From an optimization exercise on the open Yosys and OpenROAD flow, aimed at a short achievable clock period and few clock cycles; shortcuts taken in it are not production practice. In this exercise RTL edits were held to simulation tests only and were not proved equivalent to the original. Power is estimated from default activity; no workload was simulated.

===== flow/config.mk =====
export PLATFORM = sky130hd
export DESIGN_NAME = CPU
export DESIGN_NICKNAME = CPU
export VERILOG_FILES = /design/flow/design.v
export SDC_FILE = /design/flow/constraint.sdc
export NUM_CORES = 4
export LEC_CHECK = 0
export ABC_CLOCK_PERIOD_IN_PS = 3500
export CAP_MARGIN = 20
export CORE_MARGIN = 2
export CORE_UTILIZATION = 40
export SLEW_MARGIN = 20

===== flow/standard.sh =====
#!/bin/bash
# synth_recipe.tcl (not shown) runs the flow's synth.tcl, then flattens the netlist and writes it again
# the make line also repeats each setting of config.mk as NAME=value (left out here)
make -C /OpenROAD-flow-scripts/flow DESIGN_CONFIG=/design/flow/config.mk WORK_HOME=/design/flow/orfs CLKGATE_MAP_FILE= SYNTH_SCRIPT=/design/flow/synth_recipe.tcl "${@:-finish}"

===== flow/flow/run.sh =====
#!/bin/bash
export SETUP_SLACK_MARGIN=9.8
export TNS_END_PERCENT=100
bash standard.sh > standard.log 2>&1

===== flow/constraint.sdc =====
create_clock -name core_clock -period 14.0 [get_ports {clk}]
set_input_delay 2.8000 -clock core_clock [delete_from_list [all_inputs] [get_ports {clk}]]
set_output_delay 2.8000 -clock core_clock [all_outputs]
set_load 0.01 [all_outputs]

===== flow/design.v =====
module Adder32(
	input  [31:0] a,
	input  [31:0] b,
	input         cin,
	output [31:0] s,
	output        cout
);
	wire [31:0] p0 = a ^ b;
	reg  [31:0] g [0:5];
	reg  [31:0] p [0:5];
	integer k, i;
	always @* begin
		g[0] = a & b;
		g[0][0] = (a[0] & b[0]) | (p0[0] & cin);
		p[0] = p0;
		for (k = 1; k <= 5; k = k + 1)
			for (i = 0; i < 32; i = i + 1)
				if (i >= (1 << (k - 1))) begin
					g[k][i] = g[k-1][i] | (p[k-1][i] & g[k-1][i - (1 << (k - 1))]);
					p[k][i] = p[k-1][i] & p[k-1][i - (1 << (k - 1))];
				end else begin
					g[k][i] = g[k-1][i];
					p[k][i] = p[k-1][i];
				end
	end
	wire [32:0] c = {g[5], cin};
	assign s = p0 ^ c[31:0];
	assign cout = c[32];
endmodule
module ALU(
	input  [31:0] A,
	input  [31:0] B,
	input  [4:0]  Shamt,
	input  [1:0]  ShiftOp,
	input         Signed,
	input  [7:0]  ResSel,    
	output [31:0] Sum,       
	output [31:0] Out
);
	wire c_add, c_sub;
	wire [31:0] s_sub;
	Adder32 add(.a(A), .b(B), .cin(1'b0), .s(Sum), .cout(c_add));
	Adder32 sub(.a(A), .b(~B), .cin(1'b1), .s(s_sub), .cout(c_sub));
	wire lt = Signed ? ((A[31] ^ B[31]) ? A[31] : s_sub[31]) : ~c_sub;
	wire [31:0] s_shl = B << Shamt;
	wire [31:0] s_shr = $signed({ShiftOp[0] & B[31], B}) >>> Shamt;
	wire [31:0] s_sh  = ShiftOp[1] ? s_shr : s_shl;
	wire [31:0] s_log = ({32{ResSel[2]}} & (A & B))
	                  | ({32{ResSel[3]}} & (A | B))
	                  | ({32{ResSel[4]}} & (A ^ B))
	                  | ({32{ResSel[5]}} & ~(A | B));
	assign Out = ({32{ResSel[0]}} & Sum)
	           | ({32{ResSel[1]}} & s_sub)
	           | s_log
	           | ({32{ResSel[6]}} & {31'b0, lt})
	           | ({32{ResSel[7]}} & s_sh);
endmodule
module ALUControl(
	input  [31:0] Instr,
	output        Signed,      
	output [1:0]  ShiftOp      
);
	wire [5:0] op = Instr[31:26];
	wire [5:0] fn = Instr[5:0];
	assign Signed = (op == 6'h00) ? (fn == 6'h2a | fn == 6'h03) : (op == 6'h0a);
	assign ShiftOp = fn[1:0];
endmodule
module Control(
	input  [31:0] Instr,
	output        RegWrite,    
	output [4:0]  Dest,        
	output        UsesRs,
	output        UsesRt,
	output        UseImm,      
	output [31:0] Imm,         
	output        MemRead,
	output        MemWrite,
	output        Beq,
	output        JumpReg,     
	output        Link,        
	output [7:0]  ResSel       
);
	wire [5:0] op = Instr[31:26];
	wire [5:0] fn = Instr[5:0];
	wire [4:0] rt = Instr[20:16];
	wire [4:0] rd = Instr[15:11];
	wire [15:0] imm = Instr[15:0];
	wire rtype  = (op == 6'h00);
	wire r_add  = rtype & (fn == 6'h20 | fn == 6'h21);
	wire r_sub  = rtype & (fn == 6'h22 | fn == 6'h23);
	wire r_and  = rtype & (fn == 6'h24);
	wire r_or   = rtype & (fn == 6'h25);
	wire r_xor  = rtype & (fn == 6'h26);
	wire r_nor  = rtype & (fn == 6'h27);
	wire r_slt  = rtype & (fn == 6'h2a);
	wire r_sltu = rtype & (fn == 6'h2b);
	wire r_sll  = rtype & (fn == 6'h00);
	wire r_srl  = rtype & (fn == 6'h02);
	wire r_sra  = rtype & (fn == 6'h03);
	wire r_jr   = rtype & (fn == 6'h08);
	wire r_jalr = rtype & (fn == 6'h09);
	wire i_addi = (op == 6'h08) | (op == 6'h09);
	wire i_andi = (op == 6'h0c);
	wire i_slti = (op == 6'h0a);
	wire i_sltiu= (op == 6'h0b);
	wire i_lui  = (op == 6'h0f);
	wire i_lw   = (op == 6'h23);
	wire i_sw   = (op == 6'h2b);
	wire i_beq  = (op == 6'h04);
	wire i_jal  = (op == 6'h03);
	wire r_alu = r_add | r_sub | r_and | r_or | r_xor | r_nor | r_slt | r_sltu | r_sll | r_srl | r_sra;
	wire i_alu = i_addi | i_andi | i_slti | i_sltiu | i_lui | i_lw;
	assign RegWrite = r_alu | r_jalr | i_alu | i_jal;
	assign Dest = (r_alu | r_jalr) ? rd : i_alu ? rt : i_jal ? 5'd31 : 5'd0;
	assign UsesRs = ~(op == 6'h02 | i_jal);
	assign UsesRt = rtype | i_beq | i_sw;
	assign UseImm = i_addi | i_andi | i_slti | i_sltiu | i_lui | i_lw | i_sw;
	assign Imm = i_lui ? {imm, 16'h0000} : i_andi ? {16'h0000, imm} : {{16{imm[15]}}, imm};
	assign MemRead = i_lw;
	assign MemWrite = i_sw;
	assign Beq = i_beq;
	assign JumpReg = r_jr | r_jalr;
	assign Link = r_jalr | i_jal;
	assign ResSel = {r_sll | r_srl | r_sra,
	                 r_slt | r_sltu | i_slti | i_sltiu,
	                 r_nor, r_xor, r_or, r_and | i_andi,
	                 r_sub,
	                 r_add | i_addi | i_lui | i_lw | i_sw | r_jalr | i_jal};
endmodule
module RegisterFile(reset, clk, RegWrite, Read_onehot1, Read_onehot2, Write_register, Write_data, Read_data1, Read_data2, v0, a0, sp, ra);
	input reset, clk;
	input RegWrite;
	input [31:0] Read_onehot1, Read_onehot2;
	input [4:0] Write_register;
	input [31:0] Write_data;
	output [31:0] Read_data1, Read_data2;
	output reg [31:0] v0, a0, sp, ra;
	wire [31:0] rv [1:31];
	reg [31:1] written;
	always @(posedge reset or posedge clk)
		if (reset) written <= 31'd0;
		else if (RegWrite && Write_register != 5'd0) written[Write_register] <= 1'b1;
	genvar g;
	generate
		for (g = 1; g < 32; g = g + 1) begin : rf
			reg [31:0] r;
			always @(posedge clk)
				if (RegWrite && Write_register == g) r <= Write_data;
			assign rv[g] = r;
		end
	endgenerate
	reg [31:0] r1, r2;
	integer k;
	always @* begin
		r1 = 32'h00000000;
		r2 = 32'h00000000;
		for (k = 1; k < 32; k = k + 1) begin
			r1 = r1 | ({32{Read_onehot1[k] & written[k]}} & rv[k]);
			r2 = r2 | ({32{Read_onehot2[k] & written[k]}} & rv[k]);
		end
	end
	assign Read_data1 = r1;
	assign Read_data2 = r2;
	always @(posedge clk) begin
		v0 <= written[2] ? rv[2] : 32'h00000000;
		a0 <= written[4] ? rv[4] : 32'h00000000;
		sp <= written[29] ? rv[29] : 32'h00000000;
		ra <= written[31] ? rv[31] : 32'h00000000;
	end
endmodule
module CPU(reset, clk, PC, Instruction, MemAddr, MemWData, MemRead, MemWrite, MemRData, v0, a0, sp, ra);
	input reset, clk;
	output [31:0] PC;
	input [31:0] Instruction;
	output [31:0] MemAddr, MemWData;
	output MemRead, MemWrite;
	input [31:0] MemRData;
	output [31:0] v0, a0, sp, ra;
	reg [31:0] pc;               
	reg [31:0] pc_out;           
	reg        d_valid;
	reg [4:0]  d_rs, d_rt;
	reg [31:0] d_rs_oh, d_rt_oh;   
	reg        d_byp_rs, d_byp_rt;  
	reg        d_hiwrong;        
	reg        d_regwrite;
	reg [4:0]  d_dest;
	reg        d_usesrs, d_usesrt, d_useimm;
	reg [31:0] d_imm;
	reg        d_memread, d_memwrite, d_beq, d_predtaken, d_jumpreg, d_link;
	reg [7:0]  d_ressel;
	reg        d_signed;
	reg [1:0]  d_shiftop;
	reg [4:0]  d_shamt;
	reg        d_li;             
	reg        d_dec;            
	reg [31:0] d_pc4, d_pred;
	reg        x_valid;
	reg        x_regwrite;
	reg [4:0]  x_dest;
	reg        x_memread, x_memwrite, x_beq, x_predtaken, x_jumpreg, x_link;
	reg [7:0]  x_ressel;
	reg        x_signed;
	reg [1:0]  x_shiftop;
	reg [4:0]  x_shamt;
	reg [31:0] x_aval, x_bval, x_sval;
	reg        x_fa, x_fb, x_fs;     
	reg [31:0] x_pc4, x_btarget, x_pred;
	reg        x_hiwrong;
	reg        m_rfwe;
	reg        m_alu;            
	reg [4:0]  m_dest;
	reg        m_memread, m_memwrite;
	reg [31:0] m_result, m_addr, m_sdata;
	reg [31:0] lr;               
	reg [31:1] z;                
	reg [31:1] o;                
	wire [31:0] m_wdata = m_alu ? m_result : MemRData;
	wire [31:0] rf_rs, rf_rt;
	RegisterFile myRF(reset, clk, m_rfwe, d_rs_oh, d_rt_oh, m_dest, m_wdata, rf_rs, rf_rt, v0, a0, sp, ra);
	wire m_zero = m_alu ? (m_result == 32'd0) : (MemRData == 32'd0);
	wire m_one  = m_alu & (m_result == 32'd1);
	wire [31:0] xa = x_fa ? m_result : x_aval;
	wire [31:0] xb = x_fb ? m_result : x_bval;
	wire [31:0] xs = x_fs ? m_result : x_sval;
	wire [31:0] x_result, x_addr;
	ALU myALU(.A(xa), .B(xb), .Shamt(x_shamt), .ShiftOp(x_shiftop), .Signed(x_signed), .ResSel(x_ressel),
		.Sum(x_addr), .Out(x_result));
	wire x_eq      = (xa == xs);
	wire x_bmiss   = x_valid & x_beq & ((x_predtaken ^ x_eq) | (x_predtaken & x_hiwrong));
	wire x_jrmiss  = x_valid & x_jumpreg & (xs != x_pred);
	wire redirect  = x_bmiss | x_jrmiss;
	wire [31:0] redirect_pc = x_beq ? (x_eq ? x_btarget : x_pc4) : xs;
	wire x_wr = x_valid & x_regwrite;
	wire [31:0] d_rsval = d_byp_rs ? m_wdata : rf_rs;
	wire [31:0] d_rtval = d_byp_rt ? m_wdata : rf_rt;
	wire d_fa = x_wr & (x_dest == d_rs) & (d_rs != 5'd0);
	wire d_fb = x_wr & (x_dest == d_rt) & (d_rt != 5'd0);
	wire stall = d_valid & x_valid & x_memread & (x_dest != 5'd0) &
	             ((d_usesrs & (x_dest == d_rs)) | (d_usesrt & (x_dest == d_rt)));
	wire [31:0] pc4 = pc + 32'd4;
	wire [5:0] f_op = Instruction[31:26];
	wire [4:0] f_rs = Instruction[25:21];
	wire [4:0] f_rt = Instruction[20:16];
	wire [15:0] f_immf = Instruction[15:0];
	wire f_j    = f_op[1] & ~f_op[3] & ~f_op[5];                   
	wire f_jal  = f_j & f_op[0];
	wire f_rtyp = ~f_op[5] & (f_op[3:0] == 4'd0);                  
	wire f_jreg = f_rtyp & ~Instruction[5] & Instruction[3];       
	wire f_jr   = f_jreg & ~Instruction[0];
	wire f_jalr = f_jreg & Instruction[0];
	wire f_isbeq = f_op[2] & ~f_op[3];                             
	wire f_addi = (f_op == 6'h08) | (f_op == 6'h09);
	wire f_li   = (f_addi | (f_op == 6'h0f)) & (f_rs == 5'd0);
	wire f_dec  = f_addi & (f_rs == f_rt) & (f_immf == 16'hFFFF);
	wire d_wr = d_valid & d_regwrite;
	reg [31:0] zok, lok, jl;
	integer r;
	always @* begin
		zok[0] = 1'b1; lok[0] = 1'b0; jl[0] = 1'b0;
		for (r = 1; r < 32; r = r + 1) begin
			zok[r] = z[r] & ~(x_wr & (x_dest == r)) & ~(m_rfwe & (m_dest == r)) & ~(d_wr & (d_dest == r));
			lok[r] = o[r] & ~(x_wr & (x_dest == r)) & ~(m_rfwe & (m_dest == r)) & d_valid & d_dec & (d_dest == r);
			jl[r]  = d_valid & d_li & (d_dest == r);
		end
	end
	wire f_beqt = f_isbeq & ((f_rs == f_rt) | (zok[f_rs] & zok[f_rt]) | ((f_rt == 5'd0) & lok[f_rs]));
	wire f_jalr_li = f_jalr & jl[f_rs];
	wire [8:0] f_blo = {1'b0, pc4[9:2]} + {1'b0, f_immf[7:0]};
	wire [31:0] f_btarget = {pc4[31:10], f_blo[7:0], 2'b00};
	wire f_hiwrong = f_blo[8] ? (f_immf[15:8] != 8'hFF) : (f_immf[15:8] != 8'h00);
	wire [31:0] f_jtarget = {pc4[31:28], Instruction[25:0], 2'b00};
	wire [31:0] f_other = f_j ? f_jtarget : f_jr ? lr : f_jalr_li ? d_imm : pc4;
	wire [31:0] f_pred = f_beqt ? f_btarget : f_other;
	wire [31:0] f_jpred = f_jr ? lr : f_jalr_li ? d_imm : pc4;
	wire f_regwrite, f_usesrs, f_usesrt, f_useimm, f_memread, f_memwrite, f_beq, f_jumpreg, f_link;
	wire [4:0] f_dest;
	wire [31:0] f_imm;
	wire [7:0] f_ressel;
	wire f_signed;
	wire [1:0] f_shiftop;
	Control myCont(.Instr(Instruction), .RegWrite(f_regwrite), .Dest(f_dest), .UsesRs(f_usesrs), .UsesRt(f_usesrt),
		.UseImm(f_useimm), .Imm(f_imm), .MemRead(f_memread), .MemWrite(f_memwrite), .Beq(f_beq),
		.JumpReg(f_jumpreg), .Link(f_link), .ResSel(f_ressel));
	ALUControl myALUC(.Instr(Instruction), .Signed(f_signed), .ShiftOp(f_shiftop));
	always @(posedge reset or posedge clk) begin
		if (reset) begin
			pc <= 32'd0;
			lr <= 32'd0;
			z <= {31{1'b1}};
			o <= 31'd0;
			d_valid <= 1'b0;
			x_valid <= 1'b0;
		end else begin
			if (redirect) begin
				pc <= redirect_pc;
				d_valid <= 1'b0;
			end else if (!stall) begin
				pc <= f_pred;
				d_valid <= 1'b1;
				if (f_jal | f_jalr) lr <= pc4;
			end
			x_valid <= d_valid & ~redirect & ~stall;
			if (m_rfwe && m_dest != 5'd0) begin
				z[m_dest] <= m_zero;
				o[m_dest] <= m_one;
			end
		end
	end
	always @(posedge clk) begin
		m_rfwe <= x_valid & x_regwrite;
		m_memread <= x_valid & x_memread;
		m_memwrite <= x_valid & x_memwrite;
		pc_out <= reset ? 32'd0 : redirect ? redirect_pc : stall ? pc : f_pred;
	end
	assign PC = pc_out;
	always @(posedge clk) begin
		if (!redirect && !stall) begin
			d_rs <= f_rs; d_rt <= f_rt;
			d_rs_oh <= (32'd1 << f_rs) & ~32'd1;
			d_rt_oh <= (32'd1 << f_rt) & ~32'd1;
			d_byp_rs <= x_wr & (x_dest == f_rs) & (f_rs != 5'd0);
			d_byp_rt <= x_wr & (x_dest == f_rt) & (f_rt != 5'd0);
			d_hiwrong <= f_hiwrong;
			d_regwrite <= f_regwrite; d_dest <= f_dest;
			d_usesrs <= f_usesrs; d_usesrt <= f_usesrt;
			d_useimm <= f_useimm; d_imm <= f_imm;
			d_memread <= f_memread; d_memwrite <= f_memwrite;
			d_beq <= f_beq; d_predtaken <= f_beqt;
			d_jumpreg <= f_jumpreg; d_link <= f_link;
			d_ressel <= f_ressel; d_signed <= f_signed; d_shiftop <= f_shiftop;
			d_shamt <= Instruction[10:6];
			d_li <= f_li; d_dec <= f_dec;
			d_pc4 <= pc4; d_pred <= f_jpred;
		end else begin
			d_byp_rs <= x_wr & (x_dest == d_rs) & (d_rs != 5'd0);
			d_byp_rt <= x_wr & (x_dest == d_rt) & (d_rt != 5'd0);
		end
		x_regwrite <= d_regwrite; x_dest <= d_dest;
		x_memread <= d_memread; x_memwrite <= d_memwrite;
		x_beq <= d_beq; x_predtaken <= d_predtaken;
		x_jumpreg <= d_jumpreg; x_link <= d_link;
		x_ressel <= d_ressel; x_signed <= d_signed; x_shiftop <= d_shiftop; x_shamt <= d_shamt;
		x_aval <= d_link ? d_pc4 : d_rsval;
		x_fa <= d_fa & ~d_link;
		x_bval <= d_link ? 32'd0 : d_useimm ? d_imm : d_rtval;
		x_fb <= d_fb & ~d_useimm & ~d_link;
		x_sval <= d_jumpreg ? d_rsval : d_rtval;
		x_fs <= d_jumpreg ? d_fa : d_fb;
		x_pc4 <= d_pc4; x_btarget <= d_pc4 + {d_imm[29:0], 2'b00}; x_pred <= d_pred;
		x_hiwrong <= d_hiwrong;
		m_alu <= ~x_memread;
		m_dest <= x_dest;
		m_result <= x_result;
		m_addr <= x_addr;
		m_sdata <= xs;
	end
	assign MemAddr = m_addr;
	assign MemWData = m_sdata;
	assign MemRead = m_memread;
	assign MemWrite = m_memwrite;
endmodule

==> summary.txt, run 1 <==
* Share of cells above drive strength 1 at 24.4%
* Rel. slew slack at 5.91%
* Maximum buffer depth of the clock tree at 3
* Critical Path Start: Instruction[21]
* Internal power at 0.0121 W
* Achievable Freq at 207 MHz
* Final RePlAce weighted congestion at 1.03
* Ys Warns at 5
* Number of buffers created by CTS at 195
* Largest area contributor in the netlist: edfxtp_1
* DR WL/cell at 41.3 um
* Layout Nets at about 7,800
* Fillers at 18,800
* Row count at 170
* Top cell type's share of synthesized area at 41.7%
* Cells after Synth at 7,230
* Die Ht at ~470 um
* Syn Nets at 7,447
* Largest net degree at the start of global routing at 73
* Sequential share of power at 38.3%
* Vias per Instance at 7.12
* CP Buf/Inv Count at 6
* Synth-to-Final Area Change at 21.2%
* Netlist cell types at 99
* EDFF count, synth at 1,194
* Synth Cell Area at 86,000 um2
* Die area at roughly 220,000 um2
* Worst Clk Skew at 0.0482 ns
* First-pass iteration count of the detailed router at 11
* Clock latency (worst-skew pair) at roughly 0.9 ns
* Fin crit share at 34.5%
* First-iteration detailed-routing DRC count at 14,800
* Initial Utilization at around two fifths
* Worst hold path type: flip-flop to flip-flop
* CP max stage delay at 0.48 ns
* Status: finished clean
* Clk pin slew, worst setup/hold paths at 0.06 ns
* Area of the core at 214,000 um2
* IO Port Bufs at ~290
* Die Wd at 468 um
* Minimum clock period at 4.84 ns
* Pwr/cell area at 183 nW/um2
* Startpoint types: input pin
* Clk network pwr share at between 20% and 30%
* Worst Tran Pin Value at 1.40 ns
* Most used cell, CP: buf_12
* TritonCTS clock tree: done
* Crit end category: flip-flop
* First-pass GRT wire length at about 580 mm
* Sw Share at 36.8%
* Core Util, Final at 48.7%
* Area contributors post-synth: edfxtp_1 42%, dfxtp_1 11%, dfrtp_1 3.7%
* Max VDD drop at ~140 uV
* R2R Path Start: x_fb
* Synth Flop Type: edfxtp_1
* # H-tree levels at 4
* Hpwl dp at 270 mm
* CTS root buffer: clkbuf_16
* Count leader, synth: edfxtp_1
* # setup viols final at 0
* Via Count at 75,500
* Global Route Usage Sum at about 39%
* Slowest CP cell: or4_4
* Final wirelength at roughly 440 mm
* Initial antenna violation count at 28
* Post-Syn Area per Cell at 11.9 um2
* Hold path start: d_ressel[4]
* Sw power at 0.00703 W
* Critical Path AT at 5.58 ns
* Top cells by count, synth: 1,194 x edfxtp_1, 502 x nor2_1, 488 x dfxtp_1, 439 x clkbuf_1, 350 x a221oi_1
* Clk sink count at 1,841
* Total congestion overflow at 0
* Final setup TNS at 0 ns
* DRC Markers at 0
* FF+latch count, synth at 1,841
* Combinational power share at 32.6%
* Max-Cap Viols at 0
* CP Class: input pin to flip-flop
* Crit path cell chain: buf_8 -> buf_12 -> buf_12 -> buf_12 -> and4b_2 -> nand3_2 -> nor2_1 -> or4_4 -> a31oi_4 -> buf_6 -> nand3_4 -> clkbuf_16 -> a21oi_2 -> o311ai_4 -> o41ai_1
* WP data required at 14.74 ns
* Post-synthesis sequential area ratio at between 50 and 60%
* Lkg Pwr at 39.1 nW
* Final hold vios at 0
* Final Max Tran Viols at 0
* RSZ-0062 raised after global routing: true
* Number of routed nets with antenna violations at 0
* Cell count after placement at 10,000
* Top Family by Delay on Critical Path: simple AND/OR/NAND/NOR gates
* Crit Path Max Fanout at 5
* Num ports at roughly 290
* Final cell count without fillers at about 11,000
* Async set-reset flop share out of synthesis at between 8 and 9%
* Vias in the first global route at 70,500
-- final cells by class --
cell class / instances / area, um2 / share of cell area [%]
Antenna cell: 11 / 27.5 / 0.0264
Clock buffer: 250 / 5460 / 5.23
Clock inverter: 120 / 1370 / 1.32
Inverter: 190 / 743 / 0.712
Multi-Input combinational cell: 4652 / 37200 / 35.7
Sequential cell: 1841 / 49800 / 47.7
Tap cell: 2838 / 3550 / 3.40
Timing Repair Buffer: 694 / 6110 / 5.85
Timing Repair inverter: 4 / 22.5 / 0.0216
-- through the flow --
step	instance area, um2	setup WS [ns]	power [W]	hold slack [ns]
global route	104000	9.07	0.0195	0.346
CTS	103000	9.20	0.0185	0.339
global placement	92900	7.07	0.0126	0.324
finish	104000	9.16	0.0191	0.340
floorplan	87200	7.90	0.0104	0.323
detailed placement	92900	7.03	0.0127	0.327
-- layout by cell type (no fill, tap or decap), drive strengths merged, types with 45 or more instances in the layout --
| cell type | netlist | routed |
|---|---|---|
| a21o | 45 | 45 |
| a21oi | 330 | 330 |
| a221oi | 351 | 351 |
| a22o | 324 | 324 |
| a22oi | 348 | 348 |
| and2 | 212 | 212 |
| buf | 107 | 619 |
| clkbuf | 441 | 263 |
| clkinv | 2 | 68 |
| dfrtp | 128 | 128 |
| dfxtp | 488 | 488 |
| edfxtp | 1194 | 1194 |
| ha | 146 | 146 |
| inv | 188 | 198 |
| mux2 | 241 | 241 |
| mux2i | 267 | 267 |
| nand2 | 313 | 313 |
| nand3 | 152 | 153 |
| nand4 | 170 | 170 |
| nor2 | 502 | 502 |
| nor3 | 152 | 152 |
| nor4 | 58 | 58 |
| o21ai | 169 | 169 |
| o22ai | 57 | 57 |
| o31ai | 58 | 58 |
| xnor2 | 141 | 141 |
| xor2 | 73 | 73 |
-- registers in the layout, summed over array words and instances, names as in the netlist, 32 cells and up --
| register | flops |
|---|---|
| myRF.rf.r | 992 |
| d_imm | 32 |
| d_pc4 | 32 |
| d_pred | 32 |
| lr | 32 |
| m_addr | 32 |
| m_result | 32 |
| m_sdata | 32 |
| myRF.a0 | 32 |
| myRF.ra | 32 |
| myRF.sp | 32 |
| myRF.v0 | 32 |
| pc | 32 |
| pc_out | 32 |
| x_aval | 32 |
| x_btarget | 32 |
| x_bval | 32 |
| x_pred | 32 |
| x_sval | 32 |
-- cell families after synthesis --
| kind of cell | Yosys count | synth area share [%] |
|---|---|---|
| adders and majority gates | 151 | 2.24 |
| DFF | 1841 | 57.7 |
| xor gates and xnor gates | 214 | 2.19 |
| and+or+nand+nor | 1777 | 10.4 |
| muxes | 532 | 7.05 |
| AOI/OAI and AO/OA | 1977 | 17.0 |
| buffers and inverters | 738 | 3.40 |
-- path summary, 6_finish.rpt --
check | cells past startpoint | slack, ns | endpoint
max in group asynchronous | 6 | 9.98 | z[31]
min in group asynchronous | 3 | 2.58 | pc[31]
worst min register to register | 0 | 0.34 | x_ressel[4]
worst max register to register | 17 | 9.30 | m_result[31]
worst max-delay path | 15 | 9.16 | pc_out[26]
worst min-delay path | 0 | 0.34 | x_ressel[4]
-- metal layers --
metal  vias to the layer above  part of all wire, %  GRT usage (%)
met2                      7583                   39           52.9
li1                      28800                    -              -
met1                     36900                   35           48.6
met5                         -                 0.11          0.988
met4                        28                  9.5           26.5
met3                      2230                   16           16.2
-- repair_timing --
item	in CTS	in global routing
resized for setup	1472	222
pin swaps	110	84
hold buffers	0	0
setup buffers	138	49
endpoints found under the setup margin	1143	684
gates cloned	20	9
-- power groups by stage --
stage	logic, W	registers [W]	clock network, W
floorplan	0.00330	0.00707	0
global placement	0.00532	0.00733	0
detailed placement	0.00536	0.00734	0
CTS	0.00573	0.00726	0.00555
global route	0.00641	0.00733	0.00576
finish	0.00622	0.00732	0.00555
Testbench counts, summed over its fixed seeds: cycles 120,502.
==> run 2: changes to the inputs <==
--- a/flow/design.v
+++ b/flow/design.v
@@ -208,4 +208,5 @@
 	reg [31:0] x_pc4, x_btarget, x_pred;
 	reg        x_hiwrong;
+	reg        x_dec;
 	reg        m_rfwe;
 	reg        m_alu;            
@@ -219,5 +220,5 @@
 	wire [31:0] rf_rs, rf_rt;
 	RegisterFile myRF(reset, clk, m_rfwe, d_rs_oh, d_rt_oh, m_dest, m_wdata, rf_rs, rf_rt, v0, a0, sp, ra);
-	wire m_zero = m_alu ? (m_result == 32'd0) : (MemRData == 32'd0);
+	wire m_zero = m_alu & (m_result == 32'd0);
 	wire m_one  = m_alu & (m_result == 32'd1);
 	wire [31:0] xa = x_fa ? m_result : x_aval;
@@ -239,4 +240,19 @@
 	wire stall = d_valid & x_valid & x_memread & (x_dest != 5'd0) &
 	             ((d_usesrs & (x_dest == d_rs)) | (d_usesrt & (x_dest == d_rt)));
+	reg [31:0] zok, lok;
+	integer r;
+	always @* begin
+		zok[0] = 1'b0; lok[0] = 1'b0;
+		for (r = 1; r < 32; r = r + 1) begin
+			zok[r] = z[r] & ~(x_wr & (x_dest == r)) & ~(m_rfwe & (m_dest == r));
+			lok[r] = o[r] & ~(m_rfwe & (m_dest == r)) & x_valid & x_dec & (x_dest == r);
+		end
+	end
+	wire d_zs = (d_rs == 5'd0) | (|(zok & d_rs_oh));
+	wire d_zt = (d_rt == 5'd0) | (|(zok & d_rt_oh));
+	wire d_ls = |(lok & d_rs_oh);
+	wire d_predz = d_valid & d_beq & ~d_predtaken & ((d_zs & d_zt) | ((d_rt == 5'd0) & d_ls));
+	wire d_redirect = d_predz & ~stall & ~redirect;
+	wire [31:0] d_btarget = d_pc4 + {d_imm[29:0], 2'b00};
 	wire [31:0] pc4 = pc + 32'd4;
 	wire [5:0] f_op = Instruction[31:26];
@@ -255,16 +271,6 @@
 	wire f_dec  = f_addi & (f_rs == f_rt) & (f_immf == 16'hFFFF);
 	wire d_wr = d_valid & d_regwrite;
-	reg [31:0] zok, lok, jl;
-	integer r;
-	always @* begin
-		zok[0] = 1'b1; lok[0] = 1'b0; jl[0] = 1'b0;
-		for (r = 1; r < 32; r = r + 1) begin
-			zok[r] = z[r] & ~(x_wr & (x_dest == r)) & ~(m_rfwe & (m_dest == r)) & ~(d_wr & (d_dest == r));
-			lok[r] = o[r] & ~(x_wr & (x_dest == r)) & ~(m_rfwe & (m_dest == r)) & d_valid & d_dec & (d_dest == r);
-			jl[r]  = d_valid & d_li & (d_dest == r);
-		end
-	end
-	wire f_beqt = f_isbeq & ((f_rs == f_rt) | (zok[f_rs] & zok[f_rt]) | ((f_rt == 5'd0) & lok[f_rs]));
-	wire f_jalr_li = f_jalr & jl[f_rs];
+	wire f_beqt = f_isbeq & (f_rs == f_rt);
+	wire f_jalr_li = f_jalr & d_valid & d_li & (d_dest == f_rs);
 	wire [8:0] f_blo = {1'b0, pc4[9:2]} + {1'b0, f_immf[7:0]};
 	wire [31:0] f_btarget = {pc4[31:10], f_blo[7:0], 2'b00};
@@ -296,4 +302,7 @@
 				pc <= redirect_pc;
 				d_valid <= 1'b0;
+			end else if (d_redirect) begin
+				pc <= d_btarget;
+				d_valid <= 1'b0;
 			end else if (!stall) begin
 				pc <= f_pred;
@@ -312,9 +321,9 @@
 		m_memread <= x_valid & x_memread;
 		m_memwrite <= x_valid & x_memwrite;
-		pc_out <= reset ? 32'd0 : redirect ? redirect_pc : stall ? pc : f_pred;
+		pc_out <= reset ? 32'd0 : redirect ? redirect_pc : stall ? pc : d_redirect ? d_btarget : f_pred;
 	end
 	assign PC = pc_out;
 	always @(posedge clk) begin
-		if (!redirect && !stall) begin
+		if (!redirect && !stall && !d_redirect) begin
 			d_rs <= f_rs; d_rt <= f_rt;
 			d_rs_oh <= (32'd1 << f_rs) & ~32'd1;
@@ -333,5 +342,5 @@
 			d_li <= f_li; d_dec <= f_dec;
 			d_pc4 <= pc4; d_pred <= f_jpred;
-		end else begin
+		end else if (!d_redirect) begin
 			d_byp_rs <= x_wr & (x_dest == d_rs) & (d_rs != 5'd0);
 			d_byp_rt <= x_wr & (x_dest == d_rt) & (d_rt != 5'd0);
@@ -339,5 +348,5 @@
 		x_regwrite <= d_regwrite; x_dest <= d_dest;
 		x_memread <= d_memread; x_memwrite <= d_memwrite;
-		x_beq <= d_beq; x_predtaken <= d_predtaken;
+		x_beq <= d_beq; x_predtaken <= d_predtaken | d_predz;
 		x_jumpreg <= d_jumpreg; x_link <= d_link;
 		x_ressel <= d_ressel; x_signed <= d_signed; x_shiftop <= d_shiftop; x_shamt <= d_shamt;
@@ -348,6 +357,7 @@
 		x_sval <= d_jumpreg ? d_rsval : d_rtval;
 		x_fs <= d_jumpreg ? d_fa : d_fb;
-		x_pc4 <= d_pc4; x_btarget <= d_pc4 + {d_imm[29:0], 2'b00}; x_pred <= d_pred;
-		x_hiwrong <= d_hiwrong;
+		x_pc4 <= d_pc4; x_btarget <= d_btarget; x_pred <= d_pred;
+		x_hiwrong <= d_hiwrong & d_predtaken;
+		x_dec <= d_dec;
 		m_alu <= ~x_memread;
 		m_dest <= x_dest;
==> run 2 against run 1 <==
Against the previous run:
- clock power fell by 2%
- largest cell class unchanged
- critical path depth fell by 2
- worst setup slack improved by 0.37 ns
- first-iteration DRC count fell by 6.0%
- combinational power fell by 19%
==> summary.txt, run 2 <==
* Number of routed nets with antenna violations at 0
* Vias in the first global route at 68,900
* Lkg Pwr at 37.8 nW
* Minimum clock period at 4.47 ns
* Num ports at 292
* Fin crit share at 31.9%
* RSZ-0062 raised after global routing: true
* First-iteration detailed-routing DRC count at between 10,000 and 15,000
* IO Port Bufs at roughly 290
* Die Ht at 467 um
* Hold Crit Depth at 0
* Vias per Instance at 7.06
* Total congestion overflow at 0
* Worst Clk Skew at approximately 0.075 ns
* Post-Syn Area per Cell at 11.9 um2
* Top cells by count, synth: 1,196 x edfxtp_1, 487 x dfxtp_1, 449 x clkbuf_1, 406 x nor2_1, 347 x a221oi_1
* Core Util, Final at between 40% and 50%
* Achievable Freq at 224 MHz
* First-pass iteration count of the detailed router at 9
* Hold path start: d_memread
* Final RePlAce weighted congestion at around 1.0
* Crit Path Max Fanout at 4
* Global Route Usage Sum at 38.9%
* Final Max Tran Viols at 0
* Area contributors post-synth: edfxtp_1 42%, dfxtp_1 11%, dfrtp_1 3.7%
* Pwr/cell area at 175 nW/um2
* Highest-count cells in the layout ignoring fill and taps: 1,196 x edfxtp_1, 411 x dfxtp_1, 345 x a221oi_1, 341 x a22oi_1, 339 x nor2_1
* CTS root buffer: clkbuf_16
* CP Class: input pin to flip-flop
* EDFF count, synth at 1,196
* Min-Delay Endpoint: x_memread
* Max VDD drop at around 150 uV
* Final hold vios at 0
* Post-CTS Hold Buffers at 0
* Critical Path AT at 5.25 ns
* Cells after Synth at 7,196
* Reg2reg setup slack at ~9.6 ns
* Crit end category: flip-flop
* Ys Warns at 5
* Async set-reset flop share out of synthesis at 8.63%
* Post-synthesis sequential area ratio at just under 60%
* Netlist cell types at 91
* Rel. slew slack at 12.5%
* FF-to-FF path depth at 17
* Most flops, register: myRF.rf.r
* Row count at roughly 170
* Number of flip-flops in the largest register at 992
* Commonest non-fill, non-tap cell in the layout: edfxtp_1
* Clk pin slew, worst setup/hold paths at around 0.060 ns
* Share of cells above drive strength 1 at a little under a quarter
* Startpoint types: input pin
* Synth Cell Area at approximately 86,000 um2
* Syn Nets at 7,413
* FF+latch count, synth at 1,842
* Count leader, synth: edfxtp_1
* Worst hold path type: flip-flop to flip-flop
* Largest net degree at the start of global routing at 114
* First-pass GRT wire length at just under 600 mm
* R2R Path Start: x_fa
* Clk sink count at 1,842
* Worst Tran Pin Value at 1.31 ns
* Reg2Reg Capture Point: m_result[31]
* Synth-to-Final Area Change at 19.3%
* Die area at 218,000 um2
* Synth Flop Type: edfxtp_1
* Area of the core at 213,000 um2
* Via Count at 74,300
* Layout Nets at 7,711
* DRC Markers at 0
* # H-tree levels at 4
* Number of buffers created by CTS at 198
* Initial Utilization at 40.3%
* Final setup TNS at 0 ns
* Largest area contributor in the netlist: edfxtp_1
* DR WL/cell at 42.0 um
* WP data required at 14.78 ns
* Die Wd at 467 um
* TritonCTS clock tree: done
* Maximum buffer depth of the clock tree at 3
* Max-Cap Viols at 0
* Final wirelength at about 440 mm
* Status: finished clean
* Clock latency (worst-skew pair) at 0.91 ns
* Initial antenna violation count at 22
* Top cell type's share of synthesized area at between 40% and 50%
* Hpwl dp at around 280 mm
* # setup viols final at 0
==> run 2: logic make-up (layout without fill, tap and decap cells) <==
| logic type | after synthesis | count (layout) | synth area share (%) |
|---|---|---|---|
| AO/OA/AOI/OAI | 2013 | 2013 | 17.3 |
| XOR/XNOR | 230 | 230 | 2.35 |
| adder cells (fa/ha/maj) | 151 | 151 | 2.25 |
| buffers and inverters | 777 | 1244 | 3.49 |
| flip-flops | 1842 | 1842 | 58.0 |
| multiplexers | 527 | 527 | 6.79 |
| other | 0 | 31 | 0 |
| AND/OR/NAND/NOR | 1656 | 1658 | 9.89 |
==> run 2: area by class of cell <==
| cell class | instances | area [um2] |
|---|---|---|
| clock inverter | 110 | 1210 |
| tap | 2821 | 3530 |
| timing repair inverter | 6 | 37.5 |
| fill | 18900 | 110000 |
| clock buffer | 261 | 5500 |
| antenna | 31 | 77.6 |
| sequential | 1842 | 49900 |
| multi-input combinational | 4579 | 35600 |
| timing repair buffer | 639 | 5560 |
| inverter | 228 | 910 |
==> run 2: what timing repair did <==
| item | 4_1_cts | 5_1_grt |
|---|---|---|
| buffers inserted | 92 | 54 |
| pin swaps | 76 | 109 |
| gates resized for setup | 1505 | 186 |
| cloned | 23 | 6 |
| endpoints found under the hold margin | 0 | 0 |
| setup endpoints to repair | 962 | 418 |
==> run 2: layer usage <==
layer | vias to the layer above | part of all wire [%] | GRT usage, %
met1 | 36500 | 36 | 50.9
li1 | 28500 | - | -
met2 | 7320 | 39 | 52.9
met4 | 20 | 9.1 | 26.5
met5 | - | 0.043 | 0.110
met3 | 1933 | 15 | 14.9
==> run 2: critical path, stage by stage <==
cell,delay (ns)
buf_12,0.11
nor4b_4,0.30
nand3_2,0.12
or4_4,0.48
buf_12,0.17
buf_16,0.14
and2_4,0.14
o31ai_4,0.17
nor2_1,0.07
nor2_1,0.12
a211oi_1,0.08
o31a_1,0.29
a211oi_2,0.24
==> run 2: worst max-delay path by stage <==
| stage | from | to | slack (ns) | cells past startpoint |
|---|---|---|---|---|
| 2_1_floorplan | Instruction[3] | pc_out[11] | 8.87 | 11 |
| 3_3_place_gp | m_dest[0] | pc_out[23] | 6.92 | 16 |
| 3_5_place_dp | m_dest[0] | pc_out[23] | 6.87 | 16 |
| 4_1_cts | x_fb | m_result[31] | 9.54 | 17 |
| 5_1_grt | x_fa | m_result[31] | 9.33 | 18 |
| 6_report | Instruction[5] | pc_out[9] | 9.53 | 13 |
==> run 2: stage by stage <==
stage                     total power, W  hold slack (ns)  std cells  worst slack (ns)  instance area [um2]
after floorplan                  0.00978            0.323       7196              8.87                86200
after global routing              0.0184            0.319      10500              9.33               102000
final                             0.0179            0.309      10500              9.53               102000
after detailed placement          0.0118            0.328       9940              6.87                92000
after CTS                         0.0175            0.310      10400              9.54               101000
after global placement            0.0118            0.324       9940              6.92                92000
==> run 2: power by group <==
group | switching [W] | internal [W]
combinational | 0.00327 | 0.00178
sequential | 0.000690 | 0.00671
clock | 0.00238 | 0.00308
Testbench counts of run 2, summed over its fixed seeds: cycles 123,039.
==> run 3: changes to the inputs <==
--- a/flow/design.v
+++ b/flow/design.v
@@ -115,6 +115,6 @@
 	assign UsesRs = ~(op == 6'h02 | i_jal);
 	assign UsesRt = rtype | i_beq | i_sw;
-	assign UseImm = i_addi | i_andi | i_slti | i_sltiu | i_lui | i_lw | i_sw;
-	assign Imm = i_lui ? {imm, 16'h0000} : i_andi ? {16'h0000, imm} : {{16{imm[15]}}, imm};
+	assign UseImm = i_addi | i_andi | i_slti | i_sltiu | i_lui | i_lw | i_sw | i_jal | r_jalr;
+	assign Imm = (i_jal | r_jalr) ? 32'h00000000 : i_lui ? {imm, 16'h0000} : i_andi ? {16'h0000, imm} : {{16{imm[15]}}, imm};
 	assign MemRead = i_lw;
 	assign MemWrite = i_sw;
@@ -182,6 +182,4 @@
 	reg [4:0]  d_rs, d_rt;
 	reg [31:0] d_rs_oh, d_rt_oh;   
-	reg        d_byp_rs, d_byp_rt;  
-	reg        d_hiwrong;        
 	reg        d_regwrite;
 	reg [4:0]  d_dest;
@@ -234,4 +232,6 @@
 	wire [31:0] redirect_pc = x_beq ? (x_eq ? x_btarget : x_pc4) : xs;
 	wire x_wr = x_valid & x_regwrite;
+	wire d_byp_rs = m_rfwe & (m_dest == d_rs) & (d_rs != 5'd0);
+	wire d_byp_rt = m_rfwe & (m_dest == d_rt) & (d_rt != 5'd0);
 	wire [31:0] d_rsval = d_byp_rs ? m_wdata : rf_rs;
 	wire [31:0] d_rtval = d_byp_rt ? m_wdata : rf_rt;
@@ -271,12 +271,13 @@
 	wire f_dec  = f_addi & (f_rs == f_rt) & (f_immf == 16'hFFFF);
 	wire d_wr = d_valid & d_regwrite;
-	wire f_beqt = f_isbeq & (f_rs == f_rt);
+	wire d_oneok = d_valid & d_dec & (d_dest != 5'd0) & o[d_dest] &
+	               ~(x_wr & (x_dest == d_dest)) & ~(m_rfwe & (m_dest == d_dest));
+	wire f_beqt = f_isbeq & ((f_rs == f_rt) | (d_oneok & (f_rt == 5'd0) & (f_rs == d_dest)));
 	wire f_jalr_li = f_jalr & d_valid & d_li & (d_dest == f_rs);
 	wire [8:0] f_blo = {1'b0, pc4[9:2]} + {1'b0, f_immf[7:0]};
 	wire [31:0] f_btarget = {pc4[31:10], f_blo[7:0], 2'b00};
-	wire f_hiwrong = f_blo[8] ? (f_immf[15:8] != 8'hFF) : (f_immf[15:8] != 8'h00);
 	wire [31:0] f_jtarget = {pc4[31:28], Instruction[25:0], 2'b00};
-	wire [31:0] f_other = f_j ? f_jtarget : f_jr ? lr : f_jalr_li ? d_imm : pc4;
-	wire [31:0] f_pred = f_beqt ? f_btarget : f_other;
+	wire [31:0] f_pred = pc4 ^ (({32{f_j}} & (f_jtarget ^ pc4)) | ({32{f_jr}} & (lr ^ pc4)) |
+	                            ({32{f_jalr_li}} & (d_imm ^ pc4)) | ({32{f_beqt}} & (f_btarget ^ pc4)));
 	wire [31:0] f_jpred = f_jr ? lr : f_jalr_li ? d_imm : pc4;
 	wire f_regwrite, f_usesrs, f_usesrt, f_useimm, f_memread, f_memwrite, f_beq, f_jumpreg, f_link;
@@ -329,7 +330,4 @@
 			d_rs_oh <= (32'd1 << f_rs) & ~32'd1;
 			d_rt_oh <= (32'd1 << f_rt) & ~32'd1;
-			d_byp_rs <= x_wr & (x_dest == f_rs) & (f_rs != 5'd0);
-			d_byp_rt <= x_wr & (x_dest == f_rt) & (f_rt != 5'd0);
-			d_hiwrong <= f_hiwrong;
 			d_regwrite <= f_regwrite; d_dest <= f_dest;
 			d_usesrs <= f_usesrs; d_usesrt <= f_usesrt;
@@ -342,7 +340,4 @@
 			d_li <= f_li; d_dec <= f_dec;
 			d_pc4 <= pc4; d_pred <= f_jpred;
-		end else if (!d_redirect) begin
-			d_byp_rs <= x_wr & (x_dest == d_rs) & (d_rs != 5'd0);
-			d_byp_rt <= x_wr & (x_dest == d_rt) & (d_rt != 5'd0);
 		end
 		x_regwrite <= d_regwrite; x_dest <= d_dest;
@@ -353,10 +348,10 @@
 		x_aval <= d_link ? d_pc4 : d_rsval;
 		x_fa <= d_fa & ~d_link;
-		x_bval <= d_link ? 32'd0 : d_useimm ? d_imm : d_rtval;
-		x_fb <= d_fb & ~d_useimm & ~d_link;
+		x_bval <= d_useimm ? d_imm : d_rtval;
+		x_fb <= d_fb & ~d_useimm;
 		x_sval <= d_jumpreg ? d_rsval : d_rtval;
 		x_fs <= d_jumpreg ? d_fa : d_fb;
 		x_pc4 <= d_pc4; x_btarget <= d_btarget; x_pred <= d_pred;
-		x_hiwrong <= d_hiwrong & d_predtaken;
+		x_hiwrong <= d_predtaken & (d_btarget[31:10] != d_pc4[31:10]);
 		x_dec <= d_dec;
 		m_alu <= ~x_memread;
==> run 3 against run 2 <==
Against the previous run:
- die area grew 1.1%
- flip-flop and latch count is 3 lower
- design area shrank 0.68%
- area after synthesis increased by 1.1%
- critical path depth increased by 8
- clock skew is 0.0099 ns higher
- synthesized cell count rose by 3.4%
- wire length grew 1.2%
- critical path type is now flip-flop to flip-flop
- critical endpoint is now m_result[31]
==> summary.txt, run 3 <==
* Clock latency (worst-skew pair) at 0.91 ns
* Total congestion overflow at 0
* Crit end category: flip-flop
* Initial antenna violation count at 31
* Commonest non-fill, non-tap cell in the layout: edfxtp_1
* Sw power at 0.00838 W
* Hpwl dp at 283 mm
* Startpoint types: flip-flop
* Clk sink count at 1,839
* Crit Path Max Fanout at 5
* Sequential share of power at 37.6%
* Sw Share at 39.9%
* Achievable Freq at 217 MHz
* Worst Tran Pin Value at 1.23 ns
* Status: finished clean
* Post-synthesis sequential area ratio at a little under three fifths
* Reg2Reg Capture Point: m_result[31]
* Top cell type's share of synthesized area at roughly 41%
* Critical Path AT at 5.39 ns
* Core Util, Final at 47.2%
* Min Hold Slack at 0.339 ns
* Initial Utilization at 40.3%
* Final RePlAce weighted congestion at 0.985
* Largest area contributor in the netlist: edfxtp_1
* Clk pin slew, worst setup/hold paths at around 0.06 ns
* Cells after Synth at around 7,400
* Top cells by count, synth: 1,193 x edfxtp_1, 645 x a22oi_1, 487 x dfxtp_1, 452 x clkbuf_1, 429 x nand2_1
* Slowest CP cell: or4_4
* Synth-to-Final Area Change at 17.2%
* EDFF count, synth at around 1,200
* Number of buffers created by CTS at 194
* Row count at 170
* Largest net degree at the start of global routing at 65
* WP data required at between 10 and 15 ns
* Area contributors post-synth: edfxtp_1 41%, dfxtp_1 11%, a22oi_1 5.6%
* CP Class: flip-flop to flip-flop
* Total power at 0.0210 W
* Netlist cell types at 102
* # setup viols final at 0
* Hold Crit Depth at 0
* Clk network pwr share at about a quarter
* First-iteration detailed-routing DRC count at about 15,000
* Final Max Tran Viols at 0
* Min-Delay Endpoint: x_shamt[4]
* Portion of netlist area occupied by mux cells at about 6.3%
* FF+latch count, synth at around 1,800
* Maximum buffer depth of the clock tree at 3
* Die area at 220,000 um2
* Rel. slew slack at 17.9%
* Minimum clock period at 4.61 ns
* Fillers at 19,400
* Worst hold path type: flip-flop to flip-flop
* Num ports at 292
* # H-tree levels at 4
* Worst Clk Skew at roughly 0.085 ns
* R2R Path Start: x_fb
* Final hold vios at 0
* Synth Cell Area at 86,600 um2
* Hold path start: d_shamt[4]
* Syn Nets at 7,655
* Combinational power share at 36.6%
* Ys Warns at 5
* Pwr/cell area at 207 nW/um2
* DP Area at around 93,000 um2
* Synth Area in Simple Gates at 11.4%
* FF-to-FF path depth at 21
* RSZ-0062 raised after global routing: true
* Fin crit share at 32.9%
* CTS root buffer: clkbuf_16
* Post-Syn Area per Cell at ~12 um2
* Top Family by Delay on Critical Path: compound AO/OA/AOI/OAI gates
* Via Count at 75,800
* IO Port Bufs at 291
* Final setup TNS at 0 ns
* Vias in the first global route at 71,000
* DRC Markers at 0
* Internal power at 0.0126 W
* Lkg Pwr at 36.8 nW
* Crit path cell chain: buf_6 -> buf_16 -> mux2_4 -> inv_4 -> ha_4 -> or4_4 -> o2bb2a_4 -> o31ai_4 -> nor2_2 -> o41ai_4 -> buf_4 -> a21oi_4 -> buf_12 -> o21ai_4 -> o2111ai_2 -> o211ai_1 -> a221o_1 -> fa_2 -> a222oi_1 -> nand3_1 -> a21o_1
* Max-Cap Viols at 0
* Reg2reg setup slack at approximately 9.4 ns
* TritonCTS clock tree: done
* Largest family of logic cells by synthesized area: compound AO/OA/AOI/OAI gates
* Count leader, synth: edfxtp_1
* Share of cells above drive strength 1 at 20.1%
* Layout Nets at 7,879
* Max VDD drop at around 120 uV
* Post-Synth XOR/XNOR Area at under 10%
* CP Buf/Inv Count at 5
* Die Wd at 469 um
* Synth Flop Type: edfxtp_1
* Global Route Usage Sum at 38.8%
* Area fraction in compound gates after synthesis at 16.8%
* Async set-reset flop share out of synthesis at 8.65%
* Number of routed nets with antenna violations at 0
* Number of flip-flops in the largest register at 992
* Final wirelength at 446 mm
* First-pass iteration count of the detailed router at 14
* Highest-count cells in the layout ignoring fill and taps: 1,193 x edfxtp_1, 643 x a22oi_1, 422 x nand2_1, 409 x dfxtp_1, 327 x nor2_1
* Area of the core at around 220,000 um2
* Die Ht at around 470 um
* Final Cell Area at 102,000 um2
* CP max stage delay at 0.51 ns
* DR WL/cell at 41.7 um
* Post-synthesis adder-cell area fraction at 2.22%
* First-pass GRT wire length at 597 mm
* Most flops, register: myRF.rf.r
* Vias per Instance at 7.09
run 3: cell count changes in the layout (fill, tap and decap cells not counted), sizes merged, moves of 52 or more:
cell    previous run  this run
a221oi           347       176
o21ai            230       367
a222oi             1        65
mux2i            280       228
a22oi            343       645
nand2            272       430
a22o             322       142
a21oi            314       223
nand4            175       281
run 3: per-stage QoR:
step | std cells | setup WS, ns
floorplan | 7438 | 8.29
global placement | 10200 | 7.57
detailed placement | 10200 | 7.56
CTS | 10600 | 9.44
global route | 10700 | 9.30
finish | 10700 | 9.39
run 3: final cells by class:
| class | count | area [um2] | share of cell area, % |
|---|---|---|---|
| Antenna cell | 26 | 65.1 | 0.0641 |
| Clock buffer | 249 | 5210 | 5.13 |
| Clock inverter | 118 | 1410 | 1.39 |
| Inverter | 201 | 842 | 0.829 |
| Multi-Input combinational cell | 4840 | 35900 | 35.3 |
| Sequential cell | 1839 | 49800 | 49.0 |
| Tap cell | 2838 | 3550 | 3.50 |
| Timing Repair Buffer | 584 | 4840 | 4.76 |
| Timing Repair inverter | 2 | 17.5 | 0.0172 |
run 3: power by group through the flow:
| stage | clock (W) | combinational [W] | sequential (W) |
|---|---|---|---|
| after global placement | 0 | 0.00687 | 0.00791 |
| after CTS | 0.00544 | 0.00719 | 0.00783 |
| after floorplan | 0 | 0.00422 | 0.00742 |
| after global routing | 0.00566 | 0.00800 | 0.00790 |
| final | 0.00543 | 0.00769 | 0.00789 |
| after detailed placement | 0 | 0.00688 | 0.00790 |
run 3: kinds of logic after synthesis:
logic type	after synthesis
compound gates	2026
simple gates	1923
flops	1839
buf+inv	762
mux	469
xor+xnor	268
fa+ha+maj	151
run 3: how the worst max path moves through the flow:
stage	slack, ns	cells after the start	from	endpoint
finish	9.39	21	x_fb	m_result[31]
global route	9.30	21	x_fb	m_result[31]
CTS	9.44	19	x_fa	m_result[31]
floorplan	8.29	12	x_fs	d_beq
global placement	7.57	12	Instruction[18]	pc[8]
detailed placement	7.56	12	Instruction[19]	pc[8]
run 3: worst reg2reg max path, cell delays in order, from the launching register on:
cell	delay (ns)
dfxtp_4	0.45
buf_6	0.15
buf_16	0.12
mux2_4	0.34
inv_4	0.08
ha_4	0.20
or4_4	0.51
o2bb2a_4	0.23
o31ai_4	0.06
nor2_2	0.09
o41ai_4	0.19
buf_4	0.17
a21oi_4	0.06
buf_12	0.15
o21ai_4	0.15
o2111ai_2	0.11
o211ai_1	0.16
a221o_1	0.22
fa_2	0.43
a222oi_1	0.35
nand3_1	0.11
a21o_1	0.18
run 3: timing repair:
| item | 4_1_cts | 5_1_grt |
|---|---|---|
| hold buffers | 0 | 0 |
| cloned | 14 | 6 |
| resized for setup | 1355 | 147 |
| pin swaps | 72 | 40 |
| endpoints found under the setup margin | 834 | 376 |
| buffers inserted | 68 | 44 |
run 3: layer usage:
| layer | track usage [%] | vias to the layer above | share of wire (%) | wire length (um) |
|---|---|---|---|---|
| li1 | - | 29200 | - | - |
| met1 | 47.6 | 37300 | 35 | 156000 |
| met2 | 56.3 | 7119 | 41 | 184000 |
| met3 | 13.8 | 2142 | 14 | 62700 |
| met4 | 28.4 | 28 | 9.5 | 42500 |
| met5 | 0.260 | - | 0.10 | 460 |
Testbench counts of run 3, summed over its fixed seeds: cycles 120,856.
==> run 4: changes to the inputs <==
--- a/flow/config.mk
+++ b/flow/config.mk
@@ -9,4 +9,4 @@
 export CAP_MARGIN = 20
 export CORE_MARGIN = 2
-export CORE_UTILIZATION = 40
+export CORE_UTILIZATION = 35
 export SLEW_MARGIN = 20
==> run 4 against run 3 <==
Against the previous run:
- still clean on timing, DRC and antenna
- sequential share of layout area is 0.53 points lower
- sequential power shrank 0.9%
- via count is 0.66% higher
- synthesized cell count stayed put
- maximum frequency down 4.5%
- flip-flop and latch count is the same
- global-route usage down 4.2 points
- design area grew 1.1%
- register-to-register slack worse by 0.22 ns
- worst setup slack worse by 0.22 ns
- cell count up 4.2%
- highest routed layer unchanged
==> summary.txt, run 4 <==
* Sw Share at 39.8%
* Clk network pwr share at 26.3%
* CP max stage delay at 0.83 ns
* Clk sink count at about 1,800
* Initial Utilization at 35.2%
* Critical Path AT at 5.64 ns
* Syn Nets at between 7,000 and 8,000
* First-iteration detailed-routing DRC count at 14,400
* Fin crit share at 34.5%
* Crit path cell chain: mux2_2 -> inv_1 -> ha_1 -> nor2b_1 -> o21ai_0 -> a21oi_1 -> nor2_1 -> o31ai_2 -> a21oi_4 -> o21ai_2 -> o2111ai_2 -> o211ai_1 -> a221o_1 -> fa_2 -> a222oi_1 -> nand3_1 -> a21o_1
* Fillers at 23,000
* Number of flip-flops in the largest register at 992
* EDFF count, synth at 1,193
* Top cells by count, synth: 1,193 x edfxtp_1, 645 x a22oi_1, 487 x dfxtp_1, 452 x clkbuf_1, 429 x nand2_1
* Hpwl dp at 288 mm
* Layout Nets at about 8,000
* Ys Warns at 5
* Final hold vios at 0
* Final RePlAce weighted congestion at 1.01
* Slowest CP cell: dfxtp_1
* First-pass iteration count of the detailed router at 14
* Row count at 182
* Worst setup margin at 9.17 ns
* Largest net degree at the start of global routing at 70
* Sw power at 0.00837 W
* Synth-to-Final Area Change at 18.5%
* First-pass GRT wire length at roughly 600 mm
* Largest area contributor in the netlist: edfxtp_1
* Share of cells above drive strength 1 at 20.7%
* Count leader, synth: edfxtp_1
* Portion of netlist area occupied by mux cells at 6.26%
* Vias per Instance at 6.85
* Global Route Usage Sum at 34.6%
* Startpoint types: flip-flop
* Worst Clk Skew at 0.0780 ns
* # setup viols final at 0
* Crit end category: flip-flop
* Number of buffers created by CTS at 198
* Worst Tran Pin Value at around 1.3 ns
* WP data required at approximately 15 ns
* Area fraction in compound gates after synthesis at 16.8%
* Die Ht at between 500 and 600 um
* Number of routed nets with antenna violations at 0
* Final cell count without fillers at roughly 11,000
* Final Max Tran Viols at 0
* Multi-input logic area at 35,700 um2
* Hold Crit Depth at 0
* CP Class: flip-flop to flip-flop
* Achievable Freq at 207 MHz
* Top Family by Delay on Critical Path: compound AO/OA/AOI/OAI gates
* Worst hold path type: flip-flop to flip-flop
* Max-Cap Viols at 0
* Worst path depth at 17
* Via Count at ~76,000
* FF+latch count, synth at 1,839
* Max VDD drop at 142 uV
* Post-synthesis sequential area ratio at 57.2%
* DP Area at 93,400 um2
* Initial antenna violation count at between 40 and 50
* Top cell type's share of synthesized area at 41.3%
* DRC Markers at 0
* Final setup TNS at 0 ns
* Area of the core at 246,000 um2
* Die Wd at 502 um
* Most flops, register: myRF.rf.r
* Pwr/cell area at 205 nW/um2
* Status: finished clean
* Area contributors post-synth: edfxtp_1 41%, dfxtp_1 11%, a22oi_1 5.6%
* Cells after Synth at roughly 7,400
* Synth Area in Simple Gates at about 11%
* Largest family of logic cells by synthesized area: compound AO/OA/AOI/OAI gates
* Maximum buffer depth of the clock tree at 3
* Minimum clock period at 4.83 ns
* Post-Syn Area per Cell at ~12 um2
* # H-tree levels at 4
* Synth Cell Area at ~87,000 um2
* Crit Path Max Fanout at 9
* Highest-count cells in the layout ignoring fill and taps: 1,193 x edfxtp_1, 645 x a22oi_1, 423 x nand2_1, 405 x dfxtp_1, 327 x nor2_1
* Clock latency (worst-skew pair) at 0.95 ns
* Combinational power share at 36.5%
* Async set-reset flop share out of synthesis at 8.65%
* Rel. slew slack at 16.3%
* CTS root buffer: clkbuf_16
* Num ports at 292
* Post-synthesis adder-cell area fraction at 2.22%
* Vias in the first global route at 71,400
* Post-CTS Hold Buffers at 0
* FF-to-FF path depth at 17
* Total congestion overflow at 0
* Pre-CTS setup slack at between 7 and 8 ns
* IO Port Bufs at around 290
* Internal power at 0.0127 W
* RSZ-0062 raised after global routing: true
* Total power at 0.0210 W
* Lkg Pwr at 37.2 nW
* Final Cell Area at about 100,000 um2
* CP Buf/Inv Count at 1
* Cell count after placement at 10,600
* Final wirelength at 453 mm
* Netlist cell types at 102
* Synth Flop Type: edfxtp_1
* TritonCTS clock tree: done
* Reg area at 49,700 um2
* DR WL/cell at 40.6 um
* Post-Synth XOR/XNOR Area at 2.74%
* Clk pin slew, worst setup/hold paths at 0.06 ns
* Commonest non-fill, non-tap cell in the layout: edfxtp_1
* Die area at 252,000 um2
* Sequential share of power at 37.2%
* Reg2reg setup slack at 9.17 ns
## run 4: final cells by class
class | instances | share of cell area [%]
flip-flops and latches | 1839 | 48.4
multi-input cells | 4840 | 34.8
clock buffers | 272 | 5.52
repair buffers | 631 | 5.25
well taps | 3220 | 3.92
clock inverters | 102 | 1.16
inverters | 201 | 0.819
diodes | 40 | 0.0975
repair inverters | 1 | 0.00853
## run 4: final timing paths
check,from,to
min in group asynchronous,reset,lr[14]
max,m_result[17],m_result[31]
min,d_shamt[0],x_shamt[0]
max in group asynchronous,reset,myRF.written[29]
min reg2reg,d_shamt[0],x_shamt[0]
max reg2reg,m_result[17],m_result[31]
## run 4: logic make-up after synthesis
| logic type | count (synthesis) |
|---|---|
| muxes | 469 |
| AOI/OAI and AO/OA | 2026 |
| adders and majority gates | 151 |
| buffers and inverters | 762 |
| xor gates and xnor gates | 268 |
| and+or+nand+nor | 1923 |
| DFF | 1839 |
## run 4: worst reg2reg max path: stages (launching register included)
cell and delay (ns):
dfxtp_1 0.83, mux2_2 0.42, inv_1 0.12, ha_1 0.28, nor2b_1 0.16, o21ai_0 0.15
a21oi_1 0.08, nor2_1 0.27, o31ai_2 0.15, a21oi_4 0.29, o21ai_2 0.13, o2111ai_2 0.20
o211ai_1 0.13, a221o_1 0.39, fa_2 0.47, a222oi_1 0.35, nand3_1 0.12, a21o_1 0.18
## run 4: power by group through the flow
stage | clock network (W) | registers, W | logic (W)
after floorplan | 0 | 0.00742 | 0.00422
after global placement | 0 | 0.00785 | 0.00694
after detailed placement | 0 | 0.00785 | 0.00695
after CTS | 0.00554 | 0.00777 | 0.00712
after global routing | 0.00576 | 0.00783 | 0.00799
final | 0.00553 | 0.00782 | 0.00769
## run 4: repair_timing
| action | CTS | global route |
|---|---|---|
| setup buffers | 65 | 75 |
| setup endpoints to repair | 778 | 407 |
| pin swaps | 51 | 65 |
| gates cloned | 14 | 7 |
| hold endpoints to repair | 0 | 0 |
| gates resized for setup | 1280 | 225 |
## run 4: through the flow
stage	hold WS [ns]	utilization, %
3_5_place_dp	0.329	38.0
3_3_place_gp	0.329	38.0
6_report	0.342	41.8
4_1_cts	0.343	41.1
2_1_floorplan	0.323	-
5_1_grt	0.345	41.7
## run 4: layer usage
layer	GRT usage [%]	wire (um)	vias to the layer above
li1	-	-	29400
met1	41.0	155000	37400
met2	50.2	187000	7186
met3	13.5	64100	2363
met4	26.5	46000	34
met5	0.560	359	-

separate check: timing with driven ports:
No port has a modelled driver above. Below, the same layouts with a new extraction and two added sets of constraints.
Step 1 assumes that a clkbuf_16 drives the clock port and a buf_2 every other input.
Step 2 also shifts input and output timing later by t, the mid clock arrival at the registers, as if the neighbouring blocks saw the same clock.
a / b / c = ideal / step 1 / step 2; a / b = the first two.
run | t, ns | setup slack, ns | worst register clock-pin slew, ns
run 1 | 0.963 | 9.164 / 9.165 / 8.202 | 0.07 / 0.07
run 2 | 0.960 | 9.529 / 9.534 / 8.574 | 0.08 / 0.08
run 3 | 0.962 | 9.392 / 9.392 / 8.608 | 0.07 / 0.07
run 4 | 0.998 | 9.172 / 9.172 / 8.493 | 0.07 / 0.07
After both steps every run listed still meets setup and hold. For run 1, which loses most, drivers alone change the setup slack by +0.001 ns; drivers and shift together by -0.962 ns.
